Context: an optimization exercise on an open-source flow, tuned for small area. The choices shown serve that exercise and are no tape-out recipe. The RTL was checked by simulation tests, not by an equivalence proof against the original design. Power and IR drop assume default switching activity.

### flow/design.v
`timescale 1ns / 1ps
module ts_speed(
		clk,
		rst,
		ts_din,
		ts_din_en,
		rate_dout,
		rate_dout_en,
		rate_con_start,
		rate_con_end
    );
    input clk;
    input rst;
    input	[31:0]ts_din;
    input 	ts_din_en;
    input	rate_con_start;
    input rate_con_end;
    output [7:0]rate_dout;
    output	rate_dout_en;
    reg [7:0]rate_dout;
    reg	rate_dout_en;
    reg[23:0]rate_1;
    reg[23:0]rate_2;
    reg[23:0]rate_3;
    reg[23:0]rate_4;
    reg[23:0]rate_5;
    reg[23:0]rate_6;
    reg[23:0]rate_7;
    reg[23:0]rate_8;
    reg[23:0]rate_9;
    reg[23:0]rate_10;
    reg[23:0]rate_11;
    reg[23:0]rate_12;
    reg[23:0]rate_13;
    reg[23:0]rate_14;
    reg[23:0]rate_15;
    reg	ts_din_en_r;
		parameter SECOND=24'h400;
    reg	[23:0]second_cnt;
    reg	[7:0]send_cnt;
    reg	[1:0]rate_cstate;
    reg	[1:0]rate_nstate;
    parameter	IDLE=0,
    					RATE_START=1,
    					RATE_REC=2,
    					RATE_SEND=3;
    always@(posedge clk)begin
    	ts_din_en_r		<=	ts_din_en;	
    	if(rst)
    		rate_cstate	<=	IDLE;
    	else
    		rate_cstate	<=	rate_nstate;
    end
    always@(*)begin
    	case(rate_cstate)
    		IDLE:
    			if(rate_con_start)
    				rate_nstate	=	RATE_START;
    			else
    				rate_nstate	=	IDLE;
    		RATE_START:
    			if(rate_con_end)
    				rate_nstate	=	IDLE;
    			else
    				rate_nstate	=	RATE_REC;
    		RATE_REC:
    			if(rate_con_end)
    				rate_nstate	=	IDLE;
    			else if(second_cnt==SECOND)
    				rate_nstate	=	RATE_SEND;
    			else
    				rate_nstate	=	RATE_REC;
    		RATE_SEND:
    			if(rate_con_end)
    				rate_nstate	=	IDLE;
    			else if(send_cnt==52)
    				rate_nstate	=	RATE_START;
    			else
    				rate_nstate	=	RATE_SEND;
    		default:
    			rate_nstate	=	IDLE;    			
    	endcase
    end
    always@(posedge clk)begin
    	if(rst)
    		second_cnt	<=0;
    	else if(rate_cstate==RATE_REC)
    		second_cnt	<=second_cnt+1;
    	else
    		second_cnt	<=0;
   	end
   	always@(posedge clk)begin
   		if(rst)
   			send_cnt	<=	0;
   		else 	if(rate_cstate==RATE_SEND)
   			send_cnt	<=	send_cnt+1;
   		else
   			send_cnt	<=0;
   	end
   	always@(posedge clk)begin
   		if(rst)
   			rate_1	<=0;
   		else if(rate_cstate	==RATE_START)
   			rate_1	<=0;
   		else if(rate_cstate==RATE_REC)begin
   			if(ts_din_en&&~ts_din_en_r&&ts_din==1)
   				rate_1	<=rate_1+1;
   			else
   				rate_1	<=rate_1;
   		end
   		else
   			rate_1	<=rate_1;
   	end
   	always@(posedge clk)begin
   		if(rst)
   			rate_2	<=0;
   		else if(rate_cstate	==RATE_START)
   			rate_2	<=0;
   		else if(rate_cstate==RATE_REC)begin
   			if(ts_din_en&&~ts_din_en_r&&ts_din==2)
   				rate_2	<=rate_2+1;
   			else
   				rate_2	<=rate_2;
   		end
   		else
   			rate_2	<=rate_2;
   	end
		always@(posedge clk)begin
   		if(rst)
   			rate_3	<=0;
   		else if(rate_cstate	==RATE_START)
   			rate_3	<=0;
   		else if(rate_cstate==RATE_REC)begin
   			if(ts_din_en&&~ts_din_en_r&&ts_din==3)
   				rate_3	<=rate_3+1;
   			else
   				rate_3	<=rate_3;
   		end
   		else
   			rate_3	<=rate_3;
   	end
   	always@(posedge clk)begin
   		if(rst)
   			rate_4	<=0;
   		else if(rate_cstate	==RATE_START)
   			rate_4	<=0;
   		else if(rate_cstate==RATE_REC)begin
   			if(ts_din_en&&~ts_din_en_r&&ts_din==4)
   				rate_4	<=rate_4+1;
   			else
   				rate_4	<=rate_4;
   		end
   		else
   			rate_4	<=rate_4;
   	end
   	always@(posedge clk)begin
   		if(rst)
   			rate_5	<=0;
   		else if(rate_cstate	==RATE_START)
   			rate_5	<=0;
   		else if(rate_cstate==RATE_REC)begin
   			if(ts_din_en&&~ts_din_en_r&&ts_din==5)
   				rate_5	<=rate_5+1;
   			else
   				rate_5	<=rate_5;
   		end
   		else
   			rate_5	<=rate_5;
   	end
		always@(posedge clk)begin
   		if(rst)
   			rate_6	<=0;
   		else if(rate_cstate	==RATE_START)
   			rate_6	<=0;
   		else if(rate_cstate==RATE_REC)begin
   			if(ts_din_en&&~ts_din_en_r&&ts_din==6)
   				rate_6	<=rate_6+1;
   			else
   				rate_6	<=rate_6;
   		end
   		else
   			rate_6	<=rate_6;
   	end
		always@(posedge clk)begin
   		if(rst)
   			rate_7	<=0;
   		else if(rate_cstate	==RATE_START)
   			rate_7	<=0;
   		else if(rate_cstate==RATE_REC)begin
   			if(ts_din_en&&~ts_din_en_r&&ts_din==7)
   				rate_7	<=rate_7+1;
   			else
   				rate_7	<=rate_7;
   		end
   		else
   			rate_7	<=rate_7;
   	end
   	always@(posedge clk)begin
   		if(rst)
   			rate_8	<=0;
   		else if(rate_cstate	==RATE_START)
   			rate_8	<=0;
   		else if(rate_cstate==RATE_REC)begin
   			if(ts_din_en&&~ts_din_en_r&&ts_din==8)
   				rate_8	<=rate_8+1;
   			else
   				rate_8	<=rate_8;
   		end
   		else
   			rate_8	<=rate_8;
   	end
   	always@(posedge clk)begin
   		if(rst)
   			rate_9	<=0;
   		else if(rate_cstate	==RATE_START)
   			rate_9	<=0;
   		else if(rate_cstate==RATE_REC)begin
   			if(ts_din_en&&~ts_din_en_r&&ts_din==9)
   				rate_9	<=rate_9+1;
   			else
   				rate_9	<=rate_9;
   		end
   		else
   			rate_9	<=rate_9;
   	end
   	always@(posedge clk)begin
   		if(rst)
   			rate_10	<=0;
   		else if(rate_cstate	==RATE_START)
   			rate_10	<=0;
   		else if(rate_cstate==RATE_REC)begin
   			if(ts_din_en&&~ts_din_en_r&&ts_din==10)
   				rate_10	<=rate_10+1;
   			else
   				rate_10	<=rate_10;
   		end
   		else
   			rate_10	<=rate_10;
   	end
   	always@(posedge clk)begin
   		if(rst)
   			rate_11	<=0;
   		else if(rate_cstate	==RATE_START)
   			rate_11	<=0;
   		else if(rate_cstate==RATE_REC)begin
   			if(ts_din_en&&~ts_din_en_r&&ts_din==11)
   				rate_11	<=rate_11+1;
   			else
   				rate_11	<=rate_11;
   		end
   		else
   			rate_11	<=rate_11;
   	end
   	always@(posedge clk)begin
   		if(rst)
   			rate_12	<=0;
   		else if(rate_cstate	==RATE_START)
   			rate_12	<=0;
   		else if(rate_cstate==RATE_REC)begin
   			if(ts_din_en&&~ts_din_en_r&&ts_din==12)
   				rate_12	<=rate_12+1;
   			else
   				rate_12	<=rate_12;
   		end
   		else
   			rate_12	<=rate_12;
   	end
   	always@(posedge clk)begin
   		if(rst)
   			rate_13	<=0;
   		else if(rate_cstate	==RATE_START)
   			rate_13	<=0;
   		else if(rate_cstate==RATE_REC)begin
   			if(ts_din_en&&~ts_din_en_r&&ts_din==13)
   				rate_13	<=rate_13+1;
   			else
   				rate_13	<=rate_13;
   		end
   		else
   			rate_13	<=rate_13;
   	end
   	always@(posedge clk)begin
   		if(rst)
   			rate_14	<=0;
   		else if(rate_cstate	==RATE_START)
   			rate_14	<=0;
   		else if(rate_cstate==RATE_REC)begin
   			if(ts_din_en&&~ts_din_en_r&&ts_din==14)
   				rate_14	<=rate_14+1;
   			else
   				rate_14	<=rate_14;
   		end
   		else
   			rate_14	<=rate_14;
   	end
   	always@(posedge clk)begin
   		if(rst)
   			rate_15	<=0;
   		else if(rate_cstate	==RATE_START)
   			rate_15	<=0;
   		else if(rate_cstate==RATE_REC)begin
   			if(ts_din_en&&~ts_din_en_r&&ts_din==15)
   				rate_15	<=rate_15+1;
   			else
   				rate_15	<=rate_15;
   		end
   		else
   			rate_15	<=rate_15;
   	end
   	always@(posedge clk)begin
   		if(rst)begin
   			rate_dout			<=	0;
   			rate_dout_en	<=	0;
   		end	
   		else if(rate_cstate==RATE_SEND)begin
   				rate_dout_en	<=	1;
   			case(send_cnt)
   				0:rate_dout	<=8'h04;
   				1:rate_dout	<=8'h05;
   				2:rate_dout	<=8'h00;
   				3:rate_dout	<=8'h01;
   				4:rate_dout	<=8'h00;
   				5:rate_dout	<=8'h01;
   				6:rate_dout	<=8'h00;
   				7:rate_dout	<=8'h01;
   				8:rate_dout	<=rate_1[23:16];
   				9:rate_dout	<=rate_1[15:8];
   				10:rate_dout	<=rate_1[7:0];
   				11:rate_dout	<=rate_2[23:16];
   				12:rate_dout	<=rate_2[15:8];
   				13:rate_dout	<=rate_2[7:0];
   				14:rate_dout	<=rate_3[23:16];
   				15:rate_dout	<=rate_3[15:8];
   				16:rate_dout	<=rate_3[7:0];
   				17:rate_dout	<=rate_4[23:16];
   				18:rate_dout	<=rate_4[15:8];
   				19:rate_dout	<=rate_4[7:0];
   				20:rate_dout	<=rate_5[23:16];
   				21:rate_dout	<=rate_5[15:8];
   				22:rate_dout	<=rate_5[7:0];
   				23:rate_dout	<=rate_6[23:16];
   				24:rate_dout	<=rate_6[15:8];
   				25:rate_dout	<=rate_6[7:0];
   				26:rate_dout	<=rate_7[23:16];
   				27:rate_dout	<=rate_7[15:8];
   				28:rate_dout	<=rate_7[7:0];
   				29:rate_dout	<=rate_8[23:16];
   				30:rate_dout	<=rate_8[15:8];
   				31:rate_dout	<=rate_8[7:0];
   				32:rate_dout	<=rate_9[23:16];
   				33:rate_dout	<=rate_9[15:8];
   				34:rate_dout	<=rate_9[7:0];
   				35:rate_dout	<=rate_10[23:16];
   				36:rate_dout	<=rate_10[15:8];
   				37:rate_dout	<=rate_10[7:0];
   				38:rate_dout	<=rate_11[23:16];
   				39:rate_dout	<=rate_11[15:8];
   				40:rate_dout	<=rate_11[7:0];
   				41:rate_dout	<=rate_12[23:16];
   				42:rate_dout	<=rate_12[15:8];
   				43:rate_dout	<=rate_12[7:0];
   				44:rate_dout	<=rate_13[23:16];
   				45:rate_dout	<=rate_13[15:8];
   				46:rate_dout	<=rate_13[7:0];
   				47:rate_dout	<=rate_14[23:16];
   				48:rate_dout	<=rate_14[15:8];
   				49:rate_dout	<=rate_14[7:0];
   				50:rate_dout	<=rate_15[23:16];
   				51:rate_dout	<=rate_15[15:8];
   				52:rate_dout	<=rate_15[7:0];
   				default:begin
   					rate_dout			<=	0;
   					rate_dout_en	<=	0;
   				end
   			endcase
   		end
   		else begin
   			rate_dout			<=	0;
   			rate_dout_en	<=	0;
   		end   		
   	end
endmodule
### flow/run.sh
#!/bin/bash
# synth_recipe.tcl (not shown) runs the flow's synth.tcl, then flattens the netlist and writes it again
# the make line also repeats each setting of config.mk as NAME=value (left out here)
make -C /OpenROAD-flow-scripts/flow DESIGN_CONFIG=/design/flow/config.mk WORK_HOME=/design/flow/orfs CLKGATE_MAP_FILE= SYNTH_SCRIPT=/design/flow/synth_recipe.tcl finish
### flow/config.mk
export PLATFORM = sky130hd
export DESIGN_NAME = ts_speed
export DESIGN_NICKNAME = ts_speed
export VERILOG_FILES = /design/flow/design.v
export SDC_FILE = /design/flow/constraint.sdc
export NUM_CORES = 4
export LEC_CHECK = 0
export CAP_MARGIN = 20
export CORE_MARGIN = 2
export CORE_UTILIZATION = 40
export SLEW_MARGIN = 20
### flow/constraint.sdc
create_clock -name core_clock -period 5.0 [get_ports {clk}]
set_input_delay 1.0000 -clock core_clock [delete_from_list [all_inputs] [get_ports {clk}]]
set_output_delay 1.0000 -clock core_clock [all_outputs]
set_load 0.01 [all_outputs]
==> flow_metrics.py, run 1 <==
metrics = {
    "timing": {
        "skew_ns": 0.0208,
        "sum_of_negative_setup_slack_ns": 0,
        "rsz_0062_raised_after_global_routing": "false",
        "timing_hold_violations_final": 0,
        "whs_ns": 0.469,
        "final-max-slew-violation-count": 0,
        "setup-violations-final": 0,
        "max_freq_mhz": 263,
        "finalCritPeriodShare": 0.761,
        "slew_headroom": 0.270,
        "worst_slew_pin_slew_ns": 1.09,
        "period_minus_slack_ns": 3.81,
    },
    "status": {
        "outcome": "timing/DRC/antenna clean",
    },
    "detailed_routing": {
        "detailedRoute.firstIterationViolations": 2503,
        "length_of_the_first_detailed_routing_pass_in_iterations": 7,
        "finalWirelength_um": 75100,
        "via_per_inst": 6.09,
        "antenna_left": 0,
        "post-route-drc-count": 0,
        "drt-wirelength-per-cell_um": 22.8,
        "vias": 20000,
    },
    "critical_path": {
        "critPathCaptureType": "register",
        "worst_ep_arrival_time_ns": 4.19,
        "crit_path_start_kind": "register",
        "criticalPathCategory": "reg -> reg",
        "cp.required_ns": 5.38,
        "reg2reg_slack_ns": 1.19,
        "path_max_fanout": 14,
    },
    "finish": {
        "footprint_of_the_multi_input_gates_um2": 12300,
        "final_layout_size_suffix_gt1_frac": 0.0707,
        "antennaDiodeCount": 0,
        "area_growth_pct": 13.0,
        "layout.area.seq_um2": 8090,
        "utilization": 0.457,
        "nets": 2625,
        "final.fill_count": 5124,
        "design_area_um2": 24000,
    },
    "synthesis": {
        "syn_area_um2": 21200,
        "ys_warn_count": 1,
        "synth_edf_count": 0,
        "synth_top_cell_by_area": "sky130_fd_sc_hd__dfxtp_1",
        "yosysSeqAreaShare": 0.381,
        "yosys_register_bits": 404,
        "postSynthCellCount": 2573,
        "yosys-top-cells-area": "sky130_fd_sc_hd__dfxtp_1, sky130_fd_sc_hd__nor2_1, sky130_fd_sc_hd__xnor2_1",
        "synth-main-ff-cell": "sky130_fd_sc_hd__dfxtp_1",
        "number_of_nets_in_the_synthesized_netlist": 2632,
        "async_flop_share": 0,
        "post_synth.cell_area_avg_um2": 8.26,
        "synth.top_cell.area_share": 0.381,
        "yosysUniqueCellTypes": 78,
    },
    "clock_network": {
        "cts_max_level": 2,
        "clock_tree_from_tritoncts": "built",
        "cts_root_buf": "sky130_fd_sc_hd__clkbuf_16",
        "cts.repair.resized": 0,
        "holdBufCountCts": 0,
        "numCtsBuffers": 48,
        "cts.reportedPaths.clkPinSlew_ns": 0.06,
        "clock_sinks": 404,
        "clockBufferDepth": 3,
        "insertion_delay_ns": 0.59,
        "cts.repair_timing.setup_buffer_count": 0,
    },
    "floorplan": {
        "core_region_area_um2": 52600,
        "chipHeight_um": 234,
        "number_of_ports_placed_on_the_die_boundary": 46,
        "core.rowCount": 84,
        "initial_core_util": 0.404,
        "dieWidth_um": 234,
        "floorplan.die_area_um2": 55000,
    },
    "global_route": {
        "grt_total_ovfl": 0,
        "largest_net_degree_at_the_start_of_global_routing": 122,
        "grt_antenna_before_repair": 1,
        "global_route_wire_length_before_repair_um": 114000,
        "grt_pass1_vias": 18500,
        "groute.usage.overall": 0.270,
    },
    "run": {
        "max-cap-violations": 0,
    },
    "power": {
        "power_density_nw_per_um2": 290,
        "leakagePower_nw": 7.45,
        "vdd_ir_drop_max_uv": 236,
    },
    "placement": {
        "port_buffers": 45,
        "detailed_place.area_um2": 22400,
        "gp_routability_congestion": 1.01,
        "dp_hpwl_um": 54500,
    },
    "worst_hold_path": {
        "hold_class": "reg -> reg",
    },
}
==> path summary, 6_finish.rpt <==
kind / start / to / cells past startpoint
hold / removal: second_cnt[0] / second_cnt[0] / 1
hold reg to reg: second_cnt[0] / second_cnt[0] / 1
setup / recovery: send_cnt[0] / rate_dout[6] / 8
setup reg to reg: send_cnt[0] / rate_dout[6] / 8
==> power by group <==
part           internal [mW]  switching (mW)
Combinational         0.0436           0.114
Clock                   2.17            1.41
Sequential              3.22         0.00216
Total                   5.43            1.53
==> cell families after synthesis <==
group           share of synthesized area
simple gates                        0.309
flops                               0.381
compound gates                      0.108
xor+xnor                            0.136
buf+inv                            0.0409
mux                                0.0115
fa+ha+maj                          0.0130
==> area by class of cell <==
class | count | area share
Multi-Input combinational cell | 1952 | 0.514
Sequential cell | 404 | 0.337
Clock buffer | 76 | 0.0632
Timing Repair Buffer | 96 | 0.0363
Tap cell | 688 | 0.0358
Inverter | 64 | 0.0100
Clock inverter | 10 | 0.00427
==> cells in the final DEF (no fill, tap or decap), drive strengths merged, types with 12 or more instances in the layout <==
cell	n
xor2	165
or3	48
buf	51
dfxtp	404
nor3	101
nand4	128
ha	22
a222oi	17
inv	64
nor2	396
and4	39
nand2	140
clkbuf	76
a31oi	16
nand3	166
and3	48
or4	12
nor2b	13
and2	24
a22o	22
a21oi	75
a22oi	83
a221oi	14
clkdlybuf4s50	45
mux2i	20
o21ai	52
xnor2	166
nor4	84
==> worst max-delay path, stage by stage, from the launching register on <==
cell and delay (ns):
sky130_fd_sc_hd__dfxtp_1 0.44, sky130_fd_sc_hd__inv_1 0.11, sky130_fd_sc_hd__ha_1 0.53, sky130_fd_sc_hd__and3_1 0.70, sky130_fd_sc_hd__a22o_1 0.37, sky130_fd_sc_hd__a221oi_1 0.79, sky130_fd_sc_hd__o211ai_1 0.22, sky130_fd_sc_hd__nor4_1 0.22
sky130_fd_sc_hd__a31oi_1 0.21
==> metal layers <==
metal | vias up | global-route usage | wire (um)
li1 | 9215 | - | -
met1 | 9633 | 0.362 | 31500
met2 | 963 | 0.418 | 32700
met3 | 225 | 0.0589 | 7250
met4 | 2 | 0.119 | 3600
met5 | - | 0 | 13
==> synthesized netlist by cell type, drive strengths merged (4+ instances only) <==
| master | count |
|---|---|
| nand2 | 140 |
| or2 | 5 |
| mux2i | 20 |
| nand3 | 166 |
| clkbuf | 120 |
| nand2b | 7 |
| inv | 64 |
| and2 | 24 |
| nor4b | 8 |
| dfxtp | 404 |
| xor2 | 165 |
| a31oi | 16 |
| and3b | 5 |
| nor3b | 5 |
| mux2 | 4 |
| nand4 | 128 |
| a22o | 22 |
| ha | 22 |
| nand3b | 4 |
| nor2b | 13 |
| or3 | 48 |
| and4 | 39 |
| nor3 | 101 |
| o22ai | 6 |
| a222oi | 17 |
| a221oi | 14 |
| o21ai | 52 |
| and3 | 48 |
| a22oi | 83 |
| buf | 33 |
| xnor2 | 166 |
| a32oi | 11 |
| o211ai | 6 |
| nor2 | 396 |
| nor4 | 84 |
| a21oi | 75 |
| or4 | 12 |
==> metrics by stage <==
stage,instances,total power [mW],worst slack (ns)
floorplan,2573,3.38,2.10
CTS,3290,7.01,1.43
finish,3290,6.96,1.19
global placement,3204,3.45,0.928
detailed placement,3204,3.45,0.871
global route,3290,7.16,1.23
==> run 2, diff against run 1 <==
==> flow/design.v (replaced) <==
module ts_speed(
    clk,
    rst,
    ts_din,
    ts_din_en,
    rate_dout,
    rate_dout_en,
    rate_con_start,
    rate_con_end
);
    input         clk;
    input         rst;
    input  [31:0] ts_din;
    input         ts_din_en;
    input         rate_con_start;
    input         rate_con_end;
    output [7:0]  rate_dout;
    output        rate_dout_en;
    localparam LW = 7;                   
    localparam NS = 513 >> LW;           
    localparam PW = (NS >= 8) ? 4 : (NS >= 4) ? 3 : 2;    
    localparam IDLE = 2'd0, RATE_START = 2'd1, RATE_REC = 2'd2, RATE_SEND = 2'd3;
    reg  [1:0]  st;
    reg  [1:0]  st_n;
    reg         en_r;
    reg  [10:0] cnt;         
    reg         oen;         
    reg  [LW-1:0] lo [1:15];
    reg  [3:0]    slot [0:NS-1];
    wire in_rec  = (st == RATE_REC);
    wire in_send = (st == RATE_SEND);
    wire clr     = rst | (st == RATE_START);
    wire last_byte = oen & (cnt[5:0] == 6'd51);    
    always @(*) begin
        case (st)
            IDLE:       st_n = rate_con_start ? RATE_START : IDLE;
            RATE_START: st_n = rate_con_end ? IDLE : RATE_REC;
            RATE_REC:   st_n = rate_con_end ? IDLE : (cnt[10] ? RATE_SEND : RATE_REC);
            default:    st_n = rate_con_end ? IDLE : (last_byte ? RATE_START : RATE_SEND);
        endcase
    end
    always @(posedge clk) begin
        en_r <= ts_din_en;
        if (rst) begin
            st  <= IDLE;
            oen <= 1'b0;
        end else begin
            st  <= st_n;
            oen <= in_send;
        end
        if (in_rec | (in_send & oen))
            cnt <= cnt + 11'd1;
        else
            cnt <= 11'd0;
    end
    wire [5:0] n = cnt[5:0];
    reg  [3:0] ch;
    reg  [1:0] ph;
    always @(*) begin
        ch = 4'd0;
        ph = 2'd0;
        if (n >= 6'd8) begin
            ch = (n - 6'd5) / 6'd3;
            ph = (n - 6'd5) % 6'd3;
        end
    end
    wire [3:0] sel = in_rec ? ts_din[3:0] : ch;
    reg  [LW-1:0] rd;
    integer i;
    always @(*) begin
        rd = {LW{1'bx}};
        for (i = 1; i < 16; i = i + 1)
            if (sel == i) rd = lo[i];
    end
    wire hit  = in_rec & ts_din_en & ~en_r & (ts_din[31:4] == 28'd0);
    wire wrap = hit & (&rd) & (ts_din[3:0] != 4'd0);
    wire [LW-1:0] wbus = clr ? {LW{1'b0}} : rd + 1'b1;
    genvar k;
    generate
        for (k = 1; k < 16; k = k + 1) begin : g_lo
            always @(posedge clk)
                if (clr | (hit & (ts_din[3:0] == k)))
                    lo[k] <= wbus;
        end
    endgenerate
    always @(posedge clk) begin
        if (clr | wrap) begin
            slot[0] <= clr ? 4'd0 : ts_din[3:0];
            for (i = 1; i < NS; i = i + 1)
                slot[i] <= clr ? 4'd0 : slot[i-1];
        end
    end
    reg [PW-1:0] p;
    always @(*) begin
        p = {PW{1'b0}};
        for (i = 0; i < NS; i = i + 1)
            p = p + (slot[i] == ch);
    end
    wire [9:0] cval = {p, rd};
    reg [7:0] byte_n;
    always @(*) begin
        case (n)
            6'd0: byte_n = 8'h04;
            6'd1: byte_n = 8'h05;
            6'd2, 6'd4, 6'd6: byte_n = 8'h00;
            6'd3, 6'd5, 6'd7: byte_n = 8'h01;
            default:
                case (ph)
                    2'd1:    byte_n = {6'd0, cval[9:8]};
                    2'd2:    byte_n = cval[7:0];
                    default: byte_n = 8'h00;
                endcase
        endcase
    end
    assign rate_dout    = oen ? byte_n : 8'h00;
    assign rate_dout_en = oen;
endmodule
==> run 2 against run 1 <==
  * Now fails the layout checks on negative setup slack
  * Critical endpoint is now rate_dout[0]
  * Highest routed layer is now met4
  * Combinational power increased to 2.7 times the previous value
  * Critical path depth grew 24
  * Sequential share of layout area increased by 2.2 points
  * Wire length decreased by 68%
  * Fmax shrank 44%
  * Area after synthesis decreased by 66%
  * Final area fell by 54%
==> flow_metrics.py, run 2 <==
metrics = {
    "status": {
        "outcome": "complete, but fails checks",
        "failed_checks": "negative setup slack",
    },
    "floorplan": {
        "core_region_area_um2": 18000,
        "floorplan.die_area_um2": 19400,
        "initial_core_util": 0.408,
        "chipHeight_um": 139,
        "number_of_ports_placed_on_the_die_boundary": 46,
        "dieWidth_um": 139,
        "core.rowCount": 49,
    },
    "timing": {
        "period_minus_slack_ns": 6.78,
        "skew_ns": 0.00749,
        "setup_ws_final_ns": -1.78,
        "max_freq_mhz": 147,
        "rsz_0062_raised_after_global_routing": "true",
        "finalCritPeriodShare": 1.36,
        "slew_headroom": 0.568,
        "sum_of_negative_setup_slack_ns": -150.49,
        "final-max-slew-violation-count": 0,
        "setup-violations-final": 129,
        "worst_slew_pin_slew_ns": 0.648,
        "timing_hold_violations_final": 0,
    },
    "synthesis": {
        "netlist_top_cells_count": "sky130_fd_sc_hd__edfxtp_1, sky130_fd_sc_hd__nand2_1, sky130_fd_sc_hd__nor2_1",
        "postSynthCellCount": 660,
        "async_flop_share": 0,
        "syn_area_um2": 7320,
        "yosysSeqAreaShare": 0.537,
        "yosys_register_bits": 136,
        "post_synth.cell_area_avg_um2": 11.1,
        "synth_top_cell_by_area": "sky130_fd_sc_hd__edfxtp_1",
        "synth-main-ff-cell": "sky130_fd_sc_hd__edfxtp_1",
        "yosys-top-cells-area": "sky130_fd_sc_hd__edfxtp_1, sky130_fd_sc_hd__dfxtp_1, sky130_fd_sc_hd__nand2_1",
        "synthMostInstantiatedCell": "sky130_fd_sc_hd__edfxtp_1",
        "ys_warn_count": 3,
        "synth_edf_count": 121,
        "synth.top_cell.area_share": 0.496,
        "number_of_nets_in_the_synthesized_netlist": 713,
        "yosysUniqueCellTypes": 82,
    },
    "finish": {
        "commonest_cells_after_routing_fill_and_taps_aside": "sky130_fd_sc_hd__buf_4, sky130_fd_sc_hd__edfxtp_1, sky130_fd_sc_hd__nand2_1, sky130_fd_sc_hd__nor2_1, sky130_fd_sc_hd__clkdlybuf4s50_1",
        "nets": 970,
        "reg_top3": "lo: 105 flops, slot: 16 flops, cnt: 11 flops",
        "utilization": 0.612,
        "antennaDiodeCount": 0,
        "final.fill_count": 1410,
        "layout_commonest_cell": "sky130_fd_sc_hd__buf_4",
        "largest_register_ff_count": 105,
        "final_layout_size_suffix_gt1_frac": 0.390,
        "area_growth_pct": 50.0,
        "design_area_um2": 11000,
        "largest_register": "lo",
    },
    "clock_network": {
        "clock_tree_from_tritoncts": "built",
        "clock_sinks": 136,
        "numCtsBuffers": 17,
        "cts_max_level": 4,
        "holdBufCountCts": 0,
        "clockBufferDepth": 2,
        "cts.reportedPaths.clkPinSlew_ns": 0.06,
        "cts_root_buf": "sky130_fd_sc_hd__clkbuf_16",
        "insertion_delay_ns": 0.42,
    },
    "detailed_routing": {
        "detailedRoute.firstIterationViolations": 609,
        "post-route-drc-count": 0,
        "length_of_the_first_detailed_routing_pass_in_iterations": 5,
        "drt-wirelength-per-cell_um": 20.9,
        "finalWirelength_um": 24200,
        "via_per_inst": 5.70,
        "vias": 6603,
        "antenna_left": 0,
    },
    "global_route": {
        "grt_pass1_vias": 6700,
        "grt_total_ovfl": 0,
        "groute.usage.overall": 0.248,
        "largest_net_degree_at_the_start_of_global_routing": 20,
        "global_route_wire_length_before_repair_um": 36900,
        "grt_antenna_before_repair": 0,
    },
    "worst_hold_path": {
        "hold_class": "reg -> reg",
    },
    "critical_path": {
        "critical_path.n_buffers_inverters": 6,
        "worst_path_most_repeated_cell": "sky130_fd_sc_hd__ha_4",
        "worst_path_largest_cell_delay_ns": 0.35,
        "worst_ep_arrival_time_ns": 5.78,
        "critPathCaptureType": "primary output",
        "path_max_fanout": 5,
        "worst_path_max_delay_cell": "sky130_fd_sc_hd__or3_4",
        "reg2reg_slack_ns": -1.35,
        "criticalPathCategory": "reg -> out",
        "crit_path_start_kind": "register",
        "cp.required_ns": 4.00,
        "critical-path-top-delay-family": "compound AO/OA/AOI/OAI gates",
    },
    "power": {
        "power_density_nw_per_um2": 277,
        "leakagePower_nw": 4.30,
        "vdd_ir_drop_max_uv": 229,
    },
    "placement": {
        "port_buffers": 45,
        "gp_routability_congestion": 0.952,
        "dp_hpwl_um": 16500,
        "detailed_place.area_um2": 9480,
    },
    "run": {
        "max-cap-violations": 0,
    },
}
==> run 2: worst paths after layout <==
kind              depth (start not counted)    from            to
setup / recovery                         32  cnt[0]  rate_dout[0]
hold / removal                            2  cnt[9]        cnt[9]
setup reg to reg                         36  cnt[0]      lo[9][6]
hold reg to reg                           2  cnt[9]        cnt[9]
==> run 2: logic make-up (layout without fill, tap and decap cells) <==
group | count (synthesis) | count (layout) | synth area share
flops | 136 | 136 | 0.537
buf+inv | 52 | 318 | 0.0330
fa+ha+maj | 16 | 16 | 0.0284
compound gates | 178 | 181 | 0.182
mux | 17 | 17 | 0.0241
xor+xnor | 31 | 31 | 0.0371
simple gates | 230 | 230 | 0.159
==> run 2: worst register-to-register path: cells and delay by family, from the launching register on <==
family	cells	cell delay [ns]
buffers and inverters	9	1.04
AO/OA/AOI/OAI	11	1.90
flip-flops	1	0.32
adder cells (fa/ha/maj)	5	0.85
AND/OR/NAND/NOR	8	1.45
XOR/XNOR	1	0.17
multiplexers	2	0.37
==> run 2: report_power, final <==
part           switching [mW]  leakage, nW  internal, mW
clock                   0.474        0.265         0.723
sequential             0.0412         1.39          1.38
combinational           0.228         2.65         0.199
==> run 2: layout make-up <==
| class | instances | area, um2 | area share |
|---|---|---|---|
| well taps | 229 | 287 | 0.0261 |
| flip-flops and latches | 136 | 3940 | 0.359 |
| repair buffers | 263 | 2320 | 0.211 |
| multi-input cells | 475 | 3780 | 0.344 |
| inverters | 24 | 100 | 0.00911 |
| clock buffers | 17 | 425 | 0.0387 |
| clock inverters | 14 | 134 | 0.0122 |
==> run 2: routing by layer <==
layer | global-route usage | vias to the layer above | part of all wire
met5 | 0 | - | 0
met4 | 0.122 | 0 | 0.045
met3 | 0.0523 | 80 | 0.068
met2 | 0.421 | 251 | 0.49
met1 | 0.300 | 3233 | 0.39
li1 | - | 3039 | -
==> run 2: through the flow <==
stage          total power, mW  std cells  worst slack, ns  hold slack, ns
6_report                  3.04       1158            -1.78           0.516
3_5_place_dp              1.77       1079            -1.97           0.507
3_3_place_gp              1.76       1078            -1.75           0.489
4_1_cts                   3.03       1145            -1.84           0.523
5_1_grt                   3.14       1158            -2.03           0.534
2_1_floorplan             1.59        660            -1.62           0.472
==> run 2: what timing repair did <==
action	4_1_cts	5_1_grt
pin swaps	49	22
gates cloned	4	2
setup buffers	32	11
endpoints found under the setup margin	129	129
gates resized for setup	122	18
==> run 3, diff against run 2 <==
==> flow/design.v (replaced) <==
module ts_speed(
    clk,
    rst,
    ts_din,
    ts_din_en,
    rate_dout,
    rate_dout_en,
    rate_con_start,
    rate_con_end
);
    input         clk;
    input         rst;
    input  [31:0] ts_din;
    input         ts_din_en;
    input         rate_con_start;
    input         rate_con_end;
    output [7:0]  rate_dout;
    output        rate_dout_en;
    localparam IDLE = 2'd0, RATE_START = 2'd1, RATE_REC = 2'd2, RATE_SEND = 2'd3;
    localparam [10:0] CNT_START = {9'd200, 2'd1};    
    localparam [10:0] REC_END   = {9'd29,  2'd2};    
    localparam [10:0] SEND_END  = {9'd47,  2'd1};    
    reg  [1:0]  st;
    reg         en_r;
    reg  [10:0] cnt;
    reg         oen;         
    reg  [6:0]  lo [1:15];
    reg  [3:0]  slot0, slot1, slot2, slot3;
    wire in_start = (st == RATE_START);
    wire in_rec   = (st == RATE_REC);
    wire clr      = rst | in_start;
    always @(posedge clk) begin
        en_r <= ts_din_en;
        if (rst)
            st <= IDLE;
        else case (st)
            IDLE:       st <= rate_con_start ? RATE_START : IDLE;
            RATE_START: st <= rate_con_end ? IDLE : RATE_REC;
            RATE_REC:   st <= rate_con_end ? IDLE : (cnt == REC_END) ? RATE_SEND : RATE_REC;
            default:    st <= rate_con_end ? IDLE : (cnt == SEND_END) ? RATE_START : RATE_SEND;
        endcase
        oen <= ~rst & (st == RATE_SEND);
        if (in_start)
            cnt <= CNT_START;
        else begin
            cnt[1:0]  <= cnt[1] ? 2'd0 : cnt[1:0] + 2'd1;
            cnt[10:2] <= cnt[10:2] + cnt[1];
        end
    end
    wire [3:0] sel = in_rec ? ts_din[3:0] : cnt[5:2];
    reg  [6:0] rd;
    integer i;
    always @(*) begin
        rd = 7'd0;
        for (i = 1; i < 16; i = i + 1)
            if (sel == i) rd = lo[i];
    end
    wire hit  = in_rec & ts_din_en & ~en_r & (ts_din[31:4] == 28'd0);
    wire wrap = hit & (&rd);
    wire [6:0] wbus = clr ? 7'd0 : rd + 7'd1;
    genvar k;
    generate
        for (k = 1; k < 16; k = k + 1) begin : g_lo
            always @(posedge clk)
                if (clr | (hit & (sel == k)))
                    lo[k] <= wbus;
        end
    endgenerate
    always @(posedge clk) begin
        if (clr | wrap) begin
            slot0 <= clr ? 4'd0 : sel;
            slot1 <= clr ? 4'd0 : slot0;
            slot2 <= clr ? 4'd0 : slot1;
            slot3 <= clr ? 4'd0 : slot2;
        end
    end
    wire [2:0] p = (slot0 == sel) + (slot1 == sel) + (slot2 == sel) + (slot3 == sel);
    wire [9:0] cval = {p, rd};
    wire [5:0] up = cnt[7:2];
    wire [1:0] ph = cnt[1:0];
    reg  [7:0] byte_n;
    always @(*) begin
        if (up[5] & (up[3:0] != 4'd0))
            case (ph)
                2'd1:    byte_n = {6'd0, cval[9:8]};
                2'd2:    byte_n = cval[7:0];
                default: byte_n = 8'h00;
            endcase
        else if (~up[5] & ~up[0])                
            byte_n = {5'd0, 1'b1, 1'b0, ph[1]};
        else if (~up[5])                         
            byte_n = {7'd0, ph == 2'd1};
        else                                     
            byte_n = {7'd0, ph != 2'd1};
    end
    assign rate_dout    = oen ? byte_n : 8'h00;
    assign rate_dout_en = oen;
endmodule
--- a/flow/config.mk
+++ b/flow/config.mk
@@ -5,7 +5,12 @@
 export SDC_FILE = /design/flow/constraint.sdc
 export NUM_CORES = 4
 export LEC_CHECK = 0
+export ABC_AREA = 1
 export CAP_MARGIN = 20
 export CORE_MARGIN = 2
-export CORE_UTILIZATION = 40
+export CORE_UTILIZATION = 60
+export CTS_BUF_LIST = sky130_fd_sc_hd__clkbuf_8
+export CTS_CLUSTER_DIAMETER = 100
+export CTS_CLUSTER_SIZE = 50
+export GPL_TIMING_DRIVEN = 0
 export SLEW_MARGIN = 20
==> run 3 against run 2 <==
  * Now clean on timing, DRC and antenna
  * First-iteration DRC count fell by 39%
  * Clock power shrank 25%
  * Sequential share of layout area rose by 17 points
  * Utilization increased by 11 points
  * Clock-buffer cell count unchanged
  * Non-clock buffer count shrank 207
  * Largest cell class unchanged
  * Global-route usage rose by 0.72 points
  * Setup slack improved by 2.0 ns
==> flow_metrics.py, run 3 <==
metrics = {
    "floorplan": {
        "core_region_area_um2": 10400,
        "dieWidth_um": 107,
        "number_of_ports_placed_on_the_die_boundary": 46,
        "initial_core_util": 0.619,
        "floorplan.die_area_um2": 11500,
        "chipHeight_um": 107,
        "core.rowCount": 37,
    },
    "finish": {
        "antennaDiodeCount": 0,
        "final_cell_count_no_fill": 813,
        "utilization": 0.722,
        "largest_register": "lo",
        "layout_commonest_cell": "sky130_fd_sc_hd__edfxtp_1",
        "final_layout_size_suffix_gt1_frac": 0.176,
        "largest_register_ff_count": 105,
        "nets": 710,
        "commonest_cells_after_routing_fill_and_taps_aside": "sky130_fd_sc_hd__edfxtp_1, sky130_fd_sc_hd__nand2_1, sky130_fd_sc_hd__nor2_1, sky130_fd_sc_hd__inv_1, sky130_fd_sc_hd__clkdlybuf4s50_1",
        "design_area_um2": 7490,
        "area_growth_pct": 16.7,
        "final.fill_count": 734,
        "reg_top3": "lo: 105 flops, cnt: 11 flops",
    },
    "timing": {
        "rsz_0062_raised_after_global_routing": "false",
        "setup_ws_final_ns": 0.186,
        "period_minus_slack_ns": 4.81,
        "sum_of_negative_setup_slack_ns": 0,
        "skew_ns": 0.0188,
        "setup-violations-final": 0,
        "timing_hold_violations_final": 0,
        "worst_slew_pin_slew_ns": 1.09,
        "whs_ns": 0.494,
        "finalCritPeriodShare": 0.963,
        "max_freq_mhz": 208,
        "final-max-slew-violation-count": 0,
        "slew_headroom": 0.265,
    },
    "synthesis": {
        "synth.area.mux_share": 0,
        "number_of_nets_in_the_synthesized_netlist": 643,
        "synth-main-ff-cell": "sky130_fd_sc_hd__edfxtp_1",
        "combinational_family_with_the_most_area_after_synthesis": "simple AND/OR/NAND/NOR gates",
        "syn_area_um2": 6420,
        "postSynthCellCount": 597,
        "yosysSeqAreaShare": 0.613,
        "yosys-top-cells-area": "sky130_fd_sc_hd__edfxtp_1, sky130_fd_sc_hd__nand2_1, sky130_fd_sc_hd__dfxtp_1",
        "yosys_register_bits": 136,
        "synth_area_in_compound_gates": 0.0429,
        "post_synth_fa_ha_maj_area_fraction": 0.0187,
        "synth_xor_xnor_area_share": 0.0218,
        "synth.top_cell.area_share": 0.566,
        "post_synth.cell_area_avg_um2": 10.7,
        "synthMostInstantiatedCell": "sky130_fd_sc_hd__edfxtp_1",
        "yosysUniqueCellTypes": 47,
        "ys_warn_count": 2,
        "synth_top_cell_by_area": "sky130_fd_sc_hd__edfxtp_1",
        "netlist_top_cells_count": "sky130_fd_sc_hd__edfxtp_1, sky130_fd_sc_hd__nand2_1, sky130_fd_sc_hd__nor2_1",
        "synthesized_area_fraction_occupied_by_and_or_nand_nor_cells": 0.251,
        "synth_edf_count": 121,
        "async_flop_share": 0,
    },
    "detailed_routing": {
        "via_per_inst": 5.45,
        "vias": 4433,
        "detailedRoute.firstIterationViolations": 372,
        "length_of_the_first_detailed_routing_pass_in_iterations": 5,
        "finalWirelength_um": 13500,
        "antenna_left": 0,
        "post-route-drc-count": 0,
        "drt-wirelength-per-cell_um": 16.6,
    },
    "status": {
        "outcome": "timing/DRC/antenna clean",
    },
    "placement": {
        "detailed_place.area_um2": 7060,
        "port_buffers": 45,
        "dp_hpwl_um": 9220,
        "dpl_worst_slack_ns": -0.205,
        "gp_routability_congestion": 0.865,
        "post-place-cells": 778,
    },
    "clock_network": {
        "cts_root_buf": "sky130_fd_sc_hd__clkbuf_8",
        "clockBufferDepth": 2,
        "insertion_delay_ns": 0.45,
        "clock_tree_from_tritoncts": "built",
        "numCtsBuffers": 17,
        "cts.reportedPaths.clkPinSlew_ns": 0.09,
        "clock_sinks": 136,
        "holdBufCountCts": 0,
        "cts_max_level": 4,
    },
    "critical_path": {
        "critical_path.n_buffers_inverters": 4,
        "criticalPathCategory": "in -> out",
        "worst_path_largest_cell_delay_ns": 0.48,
        "worst_path_max_delay_cell": "sky130_fd_sc_hd__clkdlybuf4s50_1",
        "worst_path_most_repeated_cell": "sky130_fd_sc_hd__nor2_1",
        "crit_path_start_kind": "input port",
        "cp.required_ns": 4.00,
        "cp_cell_sequence": "clkdlybuf4s50_1 > nand3_2 > nand2_8 > buf_4 > nand2_4 > inv_2 > nand2_2 > nor2_1 > nor2_1 > nand4_1 > nor2_1 > nand4_1 > nor2_1 > nand4_1 > nand2_2 > nor2_1 > clkdlybuf4s50_1",
        "path_max_fanout": 7,
        "worst_ep_arrival_time_ns": 3.81,
        "critPathCaptureType": "primary output",
        "critical-path-top-delay-family": "simple AND/OR/NAND/NOR gates",
    },
    "global_route": {
        "largest_net_degree_at_the_start_of_global_routing": 17,
        "grt_antenna_before_repair": 0,
        "global_route_wire_length_before_repair_um": 21800,
        "grt_pass1_vias": 4400,
        "grt_total_ovfl": 0,
        "groute.usage.overall": 0.255,
    },
    "power": {
        "leakagePower_nw": 2.87,
        "power_mw": 3.93,
        "vdd_ir_drop_max_uv": 335,
        "power_density_nw_per_um2": 524,
    },
    "worst_hold_path": {
        "hold_class": "reg -> reg",
    },
    "run": {
        "max-cap-violations": 0,
    },
}
[run 3: changes by cell type in the layout (fill, tap and decap cells not counted), sizes merged, moves of 13 or more]
cell / before / now
inv: 25 / 82
and2: 25 / 0
nor2: 53 / 95
a21oi: 29 / 16
buf: 226 / 8
o21ai: 43 / 13
nand4: 9 / 25
nand2: 57 / 128
[run 3: cells by family (layout without fill, tap and decap cells)]
| family | Yosys count | in the layout |
|---|---|---|
| AOI/OAI and AO/OA | 46 | 46 |
| xor gates and xnor gates | 16 | 16 |
| adders and majority gates | 9 | 9 |
| buffers and inverters | 83 | 163 |
| DFF | 136 | 136 |
| and+or+nand+nor | 307 | 307 |
[run 3: repair_timing]
action	in CTS	in global routing
endpoints found under the setup margin	1	2
buffers inserted	0	3
pin swaps	0	1
resized for setup	1	4
[run 3: power by group]
part           internal (mW)  total, mW  switching, mW  leakage (nW)
clock                  0.416      0.901          0.485         0.205
sequential              1.74       1.85          0.114          1.39
combinational          0.330       1.17          0.839          1.27
[run 3: routing by layer]
layer	track usage	routed length, um	vias up
met2	0.419	6580	140
met4	0.114	410	0
li1	-	-	2169
met3	0.0521	621	35
met1	0.329	5900	2089
met5	0	0	-
[run 3: layout make-up]
| class | count | area, um2 | share of cell area |
|---|---|---|---|
| timing repair buffer | 48 | 470 | 0.0628 |
| buffer | 8 | 48.8 | 0.00652 |
| sequential | 136 | 3930 | 0.525 |
| clock inverter | 15 | 158 | 0.0211 |
| multi-input combinational | 378 | 2180 | 0.291 |
| clock buffer | 17 | 234 | 0.0313 |
| tap | 136 | 170 | 0.0227 |
| inverter | 75 | 289 | 0.0386 |
[run 3: worst register-to-register path: stages, from the launching register on]
cell	delay [ns]
sky130_fd_sc_hd__dfxtp_1	0.37
sky130_fd_sc_hd__inv_4	0.15
sky130_fd_sc_hd__nand2_8	0.10
sky130_fd_sc_hd__nand2_4	0.10
sky130_fd_sc_hd__nand2_8	0.06
sky130_fd_sc_hd__buf_4	0.17
sky130_fd_sc_hd__nand2_4	0.13
sky130_fd_sc_hd__inv_2	0.05
sky130_fd_sc_hd__nand2_2	0.12
sky130_fd_sc_hd__nor2_1	0.06
sky130_fd_sc_hd__nor2_1	0.16
sky130_fd_sc_hd__nand4_1	0.11
sky130_fd_sc_hd__nand2_1	0.13
sky130_fd_sc_hd__nand4_1	0.09
sky130_fd_sc_hd__nor2_1	0.19
sky130_fd_sc_hd__nand4_1	0.12
sky130_fd_sc_hd__nand2_1	0.16
sky130_fd_sc_hd__inv_1	0.12
sky130_fd_sc_hd__ha_1	0.25
sky130_fd_sc_hd__nand3_2	0.11
sky130_fd_sc_hd__nand2_1	0.05
sky130_fd_sc_hd__nor2_1	0.83
[run 3: path summary, 6_finish.rpt]
kind / from / end / slack [ns] / cells past startpoint
min: cnt[1] / cnt[1] / 0.49 / 1
min reg2reg: cnt[1] / cnt[1] / 0.49 / 1
max: ts_din[0] / rate_dout[3] / 0.19 / 17
max reg2reg: st[0] / lo[2][2] / 0.99 / 21
==> run 4, diff against run 3 <==
==> flow/config.mk (replaced) <==
export PLATFORM = sky130hd
export DESIGN_NAME = ts_speed
export DESIGN_NICKNAME = ts_speed
export VERILOG_FILES = /design/flow/design.v
export SDC_FILE = /design/flow/constraint.sdc
export NUM_CORES = 4
export LEC_CHECK = 0
export ABC_AREA = 1
export CAP_MARGIN = 20
export CORE_MARGIN = 2
export CORE_UTILIZATION = 40
export SLEW_MARGIN = 20
==> run 4 against run 3 <==
  * Area after synthesis stayed put
  * Highest routed layer unchanged
  * Hold slack got worse by 0.0017 ns
  * Critical endpoint is now rate_dout[0]
  * Non-clock buffer count grew 25
  * Fmax grew 0.49%
==> flow_metrics.py, run 4 <==
metrics = {
    "critical_path": {
        "critical_path.n_buffers_inverters": 3,
        "critical-path-top-delay-family": "adder cells",
        "criticalPathCategory": "in -> out",
        "cp.required_ns": 4.00,
        "worst_path_largest_cell_delay_ns": 0.57,
        "path_max_fanout": 5,
        "worst_path_max_delay_cell": "sky130_fd_sc_hd__fa_1",
        "critPathCaptureType": "primary output",
        "worst_path_most_repeated_cell": "sky130_fd_sc_hd__nand2_1",
        "worst_ep_arrival_time_ns": 3.79,
        "crit_path_start_kind": "input port",
        "cp_cell_sequence": "clkdlybuf4s50_1 > nand3_2 > nand2_8 > nand2_1 > a21oi_1 > nand4_1 > fa_1 > inv_1 > ha_1 > ha_1 > nand2_1 > o21ai_0 > nand2_1 > a21oi_1 > dlygate4sd2_1",
    },
    "synthesis": {
        "synthMostInstantiatedCell": "sky130_fd_sc_hd__edfxtp_1",
        "yosys-top-cells-area": "sky130_fd_sc_hd__edfxtp_1, sky130_fd_sc_hd__nand2_1, sky130_fd_sc_hd__dfxtp_1",
        "synth_edf_count": 121,
        "post_synth.cell_area_avg_um2": 10.7,
        "netlist_top_cells_count": "sky130_fd_sc_hd__edfxtp_1, sky130_fd_sc_hd__nand2_1, sky130_fd_sc_hd__nor2_1",
        "yosys_register_bits": 136,
        "synth.top_cell.area_share": 0.566,
        "yosysSeqAreaShare": 0.613,
        "synth-main-ff-cell": "sky130_fd_sc_hd__edfxtp_1",
        "syn_area_um2": 6420,
        "postSynthCellCount": 597,
        "number_of_nets_in_the_synthesized_netlist": 643,
        "ys_warn_count": 2,
        "synth_top_cell_by_area": "sky130_fd_sc_hd__edfxtp_1",
        "yosysUniqueCellTypes": 47,
        "async_flop_share": 0,
    },
    "floorplan": {
        "dieWidth_um": 131,
        "core.rowCount": 46,
        "chipHeight_um": 131,
        "floorplan.die_area_um2": 17100,
        "number_of_ports_placed_on_the_die_boundary": 46,
        "core_region_area_um2": 15800,
        "initial_core_util": 0.407,
    },
    "status": {
        "outcome": "timing/DRC/antenna clean",
    },
    "power": {
        "cellInternalPower_mw": 2.89,
        "power.share.switching": 0.337,
        "clkPwrFrac": 0.281,
        "power_mw": 4.36,
        "vdd_ir_drop_max_uv": 279,
        "power_frac_comb": 0.293,
        "power.share.sequential": 0.427,
        "leakagePower_nw": 3.08,
        "netSwitchingPower_mw": 1.47,
        "power_density_nw_per_um2": 549,
    },
    "finish": {
        "reg_top3": "lo: 105 flops, cnt: 11 flops",
        "commonest_cells_after_routing_fill_and_taps_aside": "sky130_fd_sc_hd__edfxtp_1, sky130_fd_sc_hd__nand2_1, sky130_fd_sc_hd__nor2_1, sky130_fd_sc_hd__inv_1, sky130_fd_sc_hd__clkdlybuf4s50_1",
        "largest_register_ff_count": 105,
        "final_layout_size_suffix_gt1_frac": 0.198,
        "utilization": 0.503,
        "largest_register": "lo",
        "nets": 735,
        "layout_commonest_cell": "sky130_fd_sc_hd__edfxtp_1",
        "final_cell_count_no_fill": 918,
        "design_area_um2": 7940,
        "antennaDiodeCount": 0,
        "area_growth_pct": 23.8,
    },
    "placement": {
        "gp_routability_congestion": 0.882,
        "detailed_place.area_um2": 7360,
        "post-place-cells": 886,
        "dp_hpwl_um": 10300,
        "dpl_worst_slack_ns": -0.0751,
        "port_buffers": 45,
    },
    "detailed_routing": {
        "vias": 4467,
        "antenna_left": 0,
        "finalWirelength_um": 14500,
        "length_of_the_first_detailed_routing_pass_in_iterations": 5,
        "detailedRoute.firstIterationViolations": 288,
        "via_per_inst": 4.87,
        "drt-wirelength-per-cell_um": 15.8,
        "post-route-drc-count": 0,
    },
    "timing": {
        "period_minus_slack_ns": 4.79,
        "rsz_0062_raised_after_global_routing": "false",
        "timing_hold_violations_final": 0,
        "finalCritPeriodShare": 0.958,
        "worst_slew_pin_slew_ns": 0.808,
        "final-max-slew-violation-count": 0,
        "setup-violations-final": 0,
        "setup_ws_final_ns": 0.209,
        "whs_ns": 0.492,
        "max_freq_mhz": 209,
        "slew_headroom": 0.461,
        "skew_ns": 0.00894,
        "sum_of_negative_setup_slack_ns": 0,
    },
    "clock_network": {
        "cts_root_buf": "sky130_fd_sc_hd__clkbuf_16",
        "clock_tree_from_tritoncts": "built",
        "cts.reportedPaths.clkPinSlew_ns": 0.06,
        "clock_sinks": 136,
        "insertion_delay_ns": 0.42,
        "clockBufferDepth": 2,
        "cts_max_level": 4,
        "numCtsBuffers": 17,
    },
    "run": {
        "max-cap-violations": 0,
    },
    "global_route": {
        "global_route_wire_length_before_repair_um": 23100,
        "grt_pass1_vias": 4447,
        "largest_net_degree_at_the_start_of_global_routing": 22,
        "grt_antenna_before_repair": 0,
        "grt_total_ovfl": 0,
        "groute.usage.overall": 0.183,
    },
    "worst_hold_path": {
        "hold_class": "reg -> reg",
    },
}
[run 4: cell counts after synthesis]
No cell type changed its count.
[run 4: cells by family after synthesis]
| family | count (synthesis) | share of synthesized area |
|---|---|---|
| xor+xnor | 16 | 0.0218 |
| compound gates | 46 | 0.0429 |
| simple gates | 307 | 0.251 |
| flops | 136 | 0.613 |
| fa+ha+maj | 9 | 0.0187 |
| buf+inv | 83 | 0.0527 |
[run 4: cell type report]
cell class	count	area, um2
fillers	1437	7830
flip-flops and latches	136	3930
multi-input cells	378	2150
repair buffers	81	722
clock buffers	18	429
inverters	75	289
well taps	216	270
clock inverters	14	144
[run 4: path summary, 6_finish.rpt]
path	cells after the start	endpoint	from	slack (ns)
hold / removal	1	cnt[1]	cnt[1]	0.49
hold reg to reg	1	cnt[1]	cnt[1]	0.49
setup / recovery	15	rate_dout[0]	ts_din[1]	0.21
setup reg to reg	19	lo[8][1]	st[1]	1.20
[run 4: power groups by stage]
stage / Combinational (mW) / Clock (mW) / Sequential (mW)
final: 1.28 / 1.22 / 1.86
after global routing: 1.43 / 1.30 / 1.89
after CTS: 1.29 / 1.24 / 1.86
after detailed placement: 1.28 / 0 / 1.89
after global placement: 1.25 / 0 / 1.87
after floorplan: 0.788 / 0 / 1.85
[run 4: layer usage]
layer,GRT usage,wire length [um],part of all wire,up-vias
met4,0.0720,299,0.021,0
met3,0.0440,680,0.047,20
met2,0.313,7230,0.50,101
li1,-,-,-,2229
met5,0,0,0,-
met1,0.225,6320,0.43,2117
[run 4: repair_timing]
action	4_1_cts	5_1_grt
endpoints found under the setup margin	1	3
setup buffers	0	0
hold buffers	0	0
resized for setup	1	3
hold endpoints to repair	0	0
[run 4: worst reg2reg max path: cells and delay by family, from the launching register on]
kind / cells / cell delay, ns
buffers and inverters: 4 / 0.38
AND/OR/NAND/NOR: 14 / 2.12
adder cells (fa/ha/maj): 1 / 0.28
flip-flops: 1 / 0.69
==> run 5, diff against run 4 <==
--- a/flow/config.mk
+++ b/flow/config.mk
@@ -5,7 +5,6 @@
 export SDC_FILE = /design/flow/constraint.sdc
 export NUM_CORES = 4
 export LEC_CHECK = 0
-export ABC_AREA = 1
 export CAP_MARGIN = 20
 export CORE_MARGIN = 2
 export CORE_UTILIZATION = 40
==> run 5 against run 4 <==
  * Final cell count down 12%
  * Critical path type unchanged
  * Sequential share of layout area decreased by 1.3 points
  * Combinational power grew 37%
  * Clock power up 9.8%
  * Via count rose by 1.5%
  * Clock-buffer cell count decreased by 1
==> flow_metrics.py, run 5 <==
metrics = {
    "status": {
        "outcome": "timing/DRC/antenna clean",
    },
    "synthesis": {
        "synth_top_cell_by_area": "sky130_fd_sc_hd__edfxtp_1",
        "yosysUniqueCellTypes": 72,
        "postSynthCellCount": 476,
        "yosys_register_bits": 136,
        "synth.area.mux_share": 0.0341,
        "netlist_top_cells_count": "sky130_fd_sc_hd__edfxtp_1, sky130_fd_sc_hd__nor2_1, sky130_fd_sc_hd__a21oi_1",
        "synth_xor_xnor_area_share": 0.0329,
        "ys_warn_count": 2,
        "synth_edf_count": 121,
        "synth_area_in_compound_gates": 0.146,
        "combinational_family_with_the_most_area_after_synthesis": "compound AO/OA/AOI/OAI gates",
        "synthesized_area_fraction_occupied_by_and_or_nand_nor_cells": 0.122,
        "post_synth_fa_ha_maj_area_fraction": 0.0188,
        "yosysSeqAreaShare": 0.616,
        "async_flop_share": 0,
        "synthMostInstantiatedCell": "sky130_fd_sc_hd__edfxtp_1",
        "synth.top_cell.area_share": 0.569,
        "number_of_nets_in_the_synthesized_netlist": 522,
        "syn_area_um2": 6390,
        "yosys-top-cells-area": "sky130_fd_sc_hd__edfxtp_1, sky130_fd_sc_hd__dfxtp_1, sky130_fd_sc_hd__nor2_1",
        "synth-main-ff-cell": "sky130_fd_sc_hd__edfxtp_1",
        "post_synth.cell_area_avg_um2": 13.4,
    },
    "worst_hold_path": {
        "hold_class": "reg -> reg",
    },
    "placement": {
        "dpl_worst_slack_ns": -0.139,
        "port_buffers": 45,
        "dp_hpwl_um": 11600,
        "gp_routability_congestion": 0.839,
    },
    "timing": {
        "period_minus_slack_ns": 4.94,
        "sum_of_negative_setup_slack_ns": 0,
        "worst_slew_pin_slew_ns": 0.778,
        "slew_headroom": 0.481,
        "setup-violations-final": 0,
        "setup_ws_final_ns": 0.0649,
        "skew_ns": 0.00897,
        "finalCritPeriodShare": 0.987,
        "final-max-slew-violation-count": 0,
        "max_freq_mhz": 203,
        "whs_ns": 0.531,
        "timing_hold_violations_final": 0,
    },
    "floorplan": {
        "core_region_area_um2": 15800,
        "number_of_ports_placed_on_the_die_boundary": 46,
        "initial_core_util": 0.405,
        "dieWidth_um": 130,
        "core.rowCount": 46,
        "floorplan.die_area_um2": 17000,
        "chipHeight_um": 130,
    },
    "critical_path": {
        "path_max_fanout": 4,
        "criticalPathCategory": "in -> out",
        "worst_path_largest_cell_delay_ns": 0.56,
        "worst_path_max_delay_cell": "sky130_fd_sc_hd__fa_1",
        "cp.required_ns": 4.00,
        "critPathCaptureType": "primary output",
        "crit_path_start_kind": "input port",
        "cp_cell_sequence": "clkdlybuf4s50_1 > mux2_2 > xnor2_2 > nand4_1 > fa_1 > inv_1 > ha_1 > ha_1 > a22o_1 > a22o_1 > dlygate4sd2_1",
        "worst_ep_arrival_time_ns": 3.94,
    },
    "detailed_routing": {
        "via_per_inst": 5.59,
        "detailedRoute.firstIterationViolations": 611,
        "antenna_left": 0,
        "vias": 4533,
        "finalWirelength_um": 16500,
        "post-route-drc-count": 0,
        "length_of_the_first_detailed_routing_pass_in_iterations": 7,
        "drt-wirelength-per-cell_um": 20.3,
    },
    "global_route": {
        "grt_total_ovfl": 0,
        "grt_antenna_before_repair": 0,
        "grt_pass1_vias": 4571,
        "groute.usage.overall": 0.200,
        "global_route_wire_length_before_repair_um": 24800,
        "largest_net_degree_at_the_start_of_global_routing": 20,
    },
    "clock_network": {
        "cts_root_buf": "sky130_fd_sc_hd__clkbuf_16",
        "clockBufferDepth": 2,
        "clock_tree_from_tritoncts": "built",
        "cts_max_level": 4,
        "cts.reportedPaths.clkPinSlew_ns": 0.06,
        "clock_sinks": 136,
        "insertion_delay_ns": 0.43,
        "numCtsBuffers": 17,
        "holdBufCountCts": 0,
    },
    "power": {
        "clkPwrFrac": 0.268,
        "cellInternalPower_mw": 3.31,
        "power_mw": 5.01,
        "netSwitchingPower_mw": 1.69,
        "power_density_nw_per_um2": 614,
        "vdd_ir_drop_max_uv": 263,
        "power.share.sequential": 0.381,
        "leakagePower_nw": 3.01,
        "power.share.switching": 0.338,
        "power_frac_comb": 0.351,
    },
    "finish": {
        "utilization": 0.517,
        "largest_register": "lo",
        "largest_register_ff_count": 105,
        "reg_top3": "lo: 105 flops, cnt: 11 flops",
        "final_layout_size_suffix_gt1_frac": 0.244,
        "antennaDiodeCount": 0,
        "nets": 628,
        "commonest_cells_after_routing_fill_and_taps_aside": "sky130_fd_sc_hd__edfxtp_1, sky130_fd_sc_hd__buf_4, sky130_fd_sc_hd__clkdlybuf4s50_1, sky130_fd_sc_hd__nor2_1, sky130_fd_sc_hd__a21oi_1",
        "area_growth_pct": 27.6,
        "layout_commonest_cell": "sky130_fd_sc_hd__edfxtp_1",
    },
    "run": {
        "max-cap-violations": 0,
    },
}
## run 5: cell count changes after synthesis, sizes merged, moves of 16 or more
cell	delta
inv	-66
nand2	-112
nand4	-16
o22ai	+17
nor2	-60
nand3	-18
and2	+16
## run 5: stage by stage
stage,instances,area [um2]
after global routing,811,8160
after global placement,775,7430
after floorplan,476,6390
final,811,8160
after detailed placement,775,7430
after CTS,807,8070
## run 5: worst paths after layout
kind	from	to	slack [ns]	cells past startpoint
worst max-delay path	ts_din[0]	rate_dout[0]	0.06	11
worst min-delay path	cnt[10]	cnt[10]	0.53	2
worst max register to register	st[0]	lo[7][2]	1.14	12
worst min register to register	cnt[10]	cnt[10]	0.53	2
## run 5: per-layer routing
layer | global-route usage | wire [um] | share of wire
met5 | 0 | 0 | 0
met4 | 0.0770 | 286 | 0.017
met3 | 0.0456 | 1170 | 0.071
met2 | 0.338 | 8040 | 0.49
met1 | 0.252 | 7000 | 0.42
## run 5: cell type report
class | instances | area, um2
Multi-Input combinational cell | 308 | 2320
Clock inverter | 15 | 210
Timing Repair Buffer | 112 | 967
Clock buffer | 17 | 425
Inverter | 7 | 26.3
Tap cell | 216 | 270
Fill cell | 1345 | 7610
Sequential cell | 136 | 3930
## run 5: repair_timing
item,4_1_cts,5_1_grt
resized for setup,1,10
setup buffers,0,4
pin swaps,0,4
endpoints found under the hold margin,0,0
endpoints found under the setup margin,1,4
## run 5: cells by family after synthesis
family / count (synthesis)
AO/OA/AOI/OAI: 123
flip-flops: 136
buffers and inverters: 32
adder cells (fa/ha/maj): 9
multiplexers: 18
AND/OR/NAND/NOR: 134
XOR/XNOR: 24
## run 5: critical path, delay by kind of cell
family | cells | cell delay [ns]
buf+inv | 3 | 0.76
compound gates | 2 | 0.46
mux | 1 | 0.36
simple gates | 1 | 0.16
fa+ha+maj | 3 | 1.02
xor+xnor | 1 | 0.19
## run 5: power groups by stage
| stage | combinational (mW) | sequential [mW] | clock [mW] |
|---|---|---|---|
| finish | 1.76 | 1.91 | 1.34 |
| global route | 1.89 | 1.94 | 1.40 |
| CTS | 1.70 | 1.91 | 1.36 |
| detailed placement | 1.69 | 1.93 | 0 |
| global placement | 1.65 | 1.92 | 0 |
| floorplan | 1.01 | 1.88 | 0 |
==> run 6, diff against run 5 <==
==> flow/flow/run.sh (new file) <==
#!/bin/bash
# Layout flow: the standard ORFS flow (standard.sh, standard synthesis
# unchanged) with two changes to how the layout is built:
#  - port buffers use sky130_fd_sc_hd__buf_1 instead of the flow's default;
#  - clock tree synthesis inserts no dummy loads.
# The make output goes to standard.log; each ORFS step keeps its own log
# under orfs/logs/.
set -euo pipefail
bash standard.sh \
  "BUFFER_PORTS_ARGS=-buffer_cell sky130_fd_sc_hd__buf_1" \
  "CTS_ARGS=-sink_clustering_enable -repair_clock_nets -sink_clustering_size 50 -sink_clustering_max_diameter 100 -buf_list sky130_fd_sc_hd__clkbuf_8 -dont_use_dummy_load" \
  finish > standard.log 2>&1
==> flow/standard.sh (new file) <==
#!/bin/bash
# synth_recipe.tcl (not shown) runs the flow's synth.tcl, then flattens the netlist and writes it again
# the make line also repeats each setting of config.mk as NAME=value (left out here)
make -C /OpenROAD-flow-scripts/flow DESIGN_CONFIG=/design/flow/config.mk WORK_HOME=/design/flow/orfs CLKGATE_MAP_FILE= SYNTH_SCRIPT=/design/flow/synth_recipe.tcl "${@:-finish}"
--- a/flow/config.mk
+++ b/flow/config.mk
@@ -5,7 +5,12 @@
 export SDC_FILE = /design/flow/constraint.sdc
 export NUM_CORES = 4
 export LEC_CHECK = 0
+export ABC_AREA = 1
 export CAP_MARGIN = 20
 export CORE_MARGIN = 2
-export CORE_UTILIZATION = 40
+export CORE_UTILIZATION = 60
+export CTS_BUF_LIST = sky130_fd_sc_hd__clkbuf_8
+export CTS_CLUSTER_DIAMETER = 100
+export CTS_CLUSTER_SIZE = 50
+export GPL_TIMING_DRIVEN = 0
 export SLEW_MARGIN = 20
removed: flow/run.sh
==> run 6 against run 5 <==
  * Final area down 14%
  * Via count down 5.3%
  * Global-route usage up 4.6 points
  * Setup slack better by 0.53 ns
  * Area after synthesis up 0.39%
  * Die area down 32%
  * Sequential share of layout area up 7.7 points
  * Critical endpoint unchanged
  * Non-clock buffer count down 58
  * Largest cell class unchanged
  * Clock power down 52%
  * Utilization up 16 points
  * Total power down 28%
==> flow_metrics.py, run 6 <==
metrics = {
    "status": {
        "outcome": "timing/DRC/antenna clean",
    },
    "timing": {
        "worst_slew_pin_slew_ns": 1.04,
        "setup-violations-final": 0,
        "final-max-slew-violation-count": 0,
        "finalCritPeriodShare": 0.880,
    },
    "clock_network": {
        "clock_tree_from_tritoncts": "built",
        "insertion_delay_ns": 0.43,
    },
    "worst_hold_path": {
        "hold_class": "reg -> reg",
    },
    "floorplan": {
        "core.rowCount": 37,
        "chipHeight_um": 107,
        "number_of_ports_placed_on_the_die_boundary": 46,
    },
    "global_route": {
        "grt_total_ovfl": 0,
        "global_route_met3_usage": 0.0484,
    },
    "finish": {
        "footprint_of_the_multi_input_gates_um2": 2180,
        "final.fill_count": 818,
        "antennaDiodeCount": 0,
        "layout.area.seq_um2": 3930,
        "nets": 708,
        "largest_register_ff_count": 105,
    },
    "synthesis": {
        "post_synth.cell_area_avg_um2": 10.7,
        "synth-main-ff-cell": "sky130_fd_sc_hd__edfxtp_1",
        "number_of_nets_in_the_synthesized_netlist": 643,
    },
    "power": {
        "netSwitchingPower_mw": 1.27,
        "leakagePower_nw": 2.64,
        "power_frac_comb": 0.309,
    },
    "critical_path": {
        "critPathCaptureType": "primary output",
        "criticalPathCategory": "in -> out",
        "crit_path_start_kind": "input port",
    },
    "detailed_routing": {
        "vias": 4294,
        "via_per_inst": 5.39,
        "antenna_left": 0,
        "drt-wirelength-per-cell_um": 16.4,
    },
    "placement": {
        "port_buffers": 45,
        "dp_hpwl_um": 9280,
    },
}
==> run 6: changes by cell type after synthesis, moves of 10 or more <==
cell / change
sky130_fd_sc_hd__and2_1: -16
sky130_fd_sc_hd__nand4_1: +14
sky130_fd_sc_hd__a22oi_1: -13
sky130_fd_sc_hd__xnor2_1: -11
sky130_fd_sc_hd__o22ai_1: -17
sky130_fd_sc_hd__nand3_1: +12
sky130_fd_sc_hd__nand2b_1: -10
sky130_fd_sc_hd__inv_1: +52
sky130_fd_sc_hd__nor2_1: +42
sky130_fd_sc_hd__inv_2: +12
sky130_fd_sc_hd__nor2_2: +12
sky130_fd_sc_hd__nand2_1: +94
==> run 6: layer usage <==
layer	vias up	wire length, um
met5	-	0
met4	0	215
met3	18	612
met2	127	6510
met1	2004	5750
li1	2145	-
==> run 6: power by group through the flow <==
stage | clock (mW) | combinational (mW) | sequential, mW
floorplan | 0 | 0.788 | 1.85
global placement | 0 | 1.08 | 1.87
detailed placement | 0 | 1.11 | 1.88
CTS | 0.649 | 1.12 | 1.86
global route | 0.693 | 1.25 | 1.90
finish | 0.638 | 1.12 | 1.86
==> run 6: cells by family after synthesis <==
group,count (synthesis),synth area share
AOI/OAI and AO/OA,46,0.0429
xor gates and xnor gates,16,0.0218
adders and majority gates,9,0.0187
buffers and inverters,83,0.0527
DFF,136,0.613
and+or+nand+nor,307,0.251
==> run 6: metrics by stage <==
| step | setup slack (ns) | hold slack (ns) | cell area, um2 | utilization |
|---|---|---|---|---|
| 6_report | 0.600 | 0.501 | 7030 | 0.678 |
| 5_1_grt | 0.413 | 0.526 | 7030 | 0.678 |
| 4_1_cts | 0.557 | 0.505 | 7010 | 0.676 |
| 3_5_place_dp | 0.565 | 0.489 | 6780 | 0.654 |
| 3_3_place_gp | 0.354 | 0.481 | 6760 | 0.651 |
| 2_1_floorplan | 1.05 | 0.450 | 6420 | - |
==> run 6: worst max-delay path, stage by stage <==
cell and delay, ns:
sky130_fd_sc_hd__buf_1 0.12, sky130_fd_sc_hd__nand3_2 0.14, sky130_fd_sc_hd__nand2_8 0.17, sky130_fd_sc_hd__xor2_1 0.08, sky130_fd_sc_hd__a21oi_1 0.13, sky130_fd_sc_hd__nand4_1 0.15, sky130_fd_sc_hd__fa_1 0.56, sky130_fd_sc_hd__inv_1 0.04
sky130_fd_sc_hd__ha_1 0.19, sky130_fd_sc_hd__ha_1 0.29, sky130_fd_sc_hd__nand2_1 0.05, sky130_fd_sc_hd__o21ai_0 0.08, sky130_fd_sc_hd__nand2_1 0.07, sky130_fd_sc_hd__a21oi_1 0.14, sky130_fd_sc_hd__buf_1 0.17
==> run 6: worst paths after layout <==
| check | startpoint | endpoint | depth (start not counted) |
|---|---|---|---|
| worst max-delay path | ts_din[0] | rate_dout[0] | 15 |
| worst min-delay path | cnt[1] | cnt[1] | 1 |
| worst max register to register | st[1] | slot3[1] | 20 |
| worst min register to register | cnt[1] | cnt[1] | 1 |
==> run 6: cell type report <==
type                       count  area share
inverter                      75      0.0411
buffer                         8     0.00694
tap                          136      0.0242
sequential                   136       0.559
clock buffer                  17      0.0333
timing repair buffer          46      0.0247
multi-input combinational    378       0.310

Check on run 6: ideal ports give 0.600 ns setup slack; a clkbuf_16 on the clock port and buf_2 on the inputs give 0.576 ns; moving port delays by the midpoint clock arrival (0.452 ns) as well gives 0.576 ns.
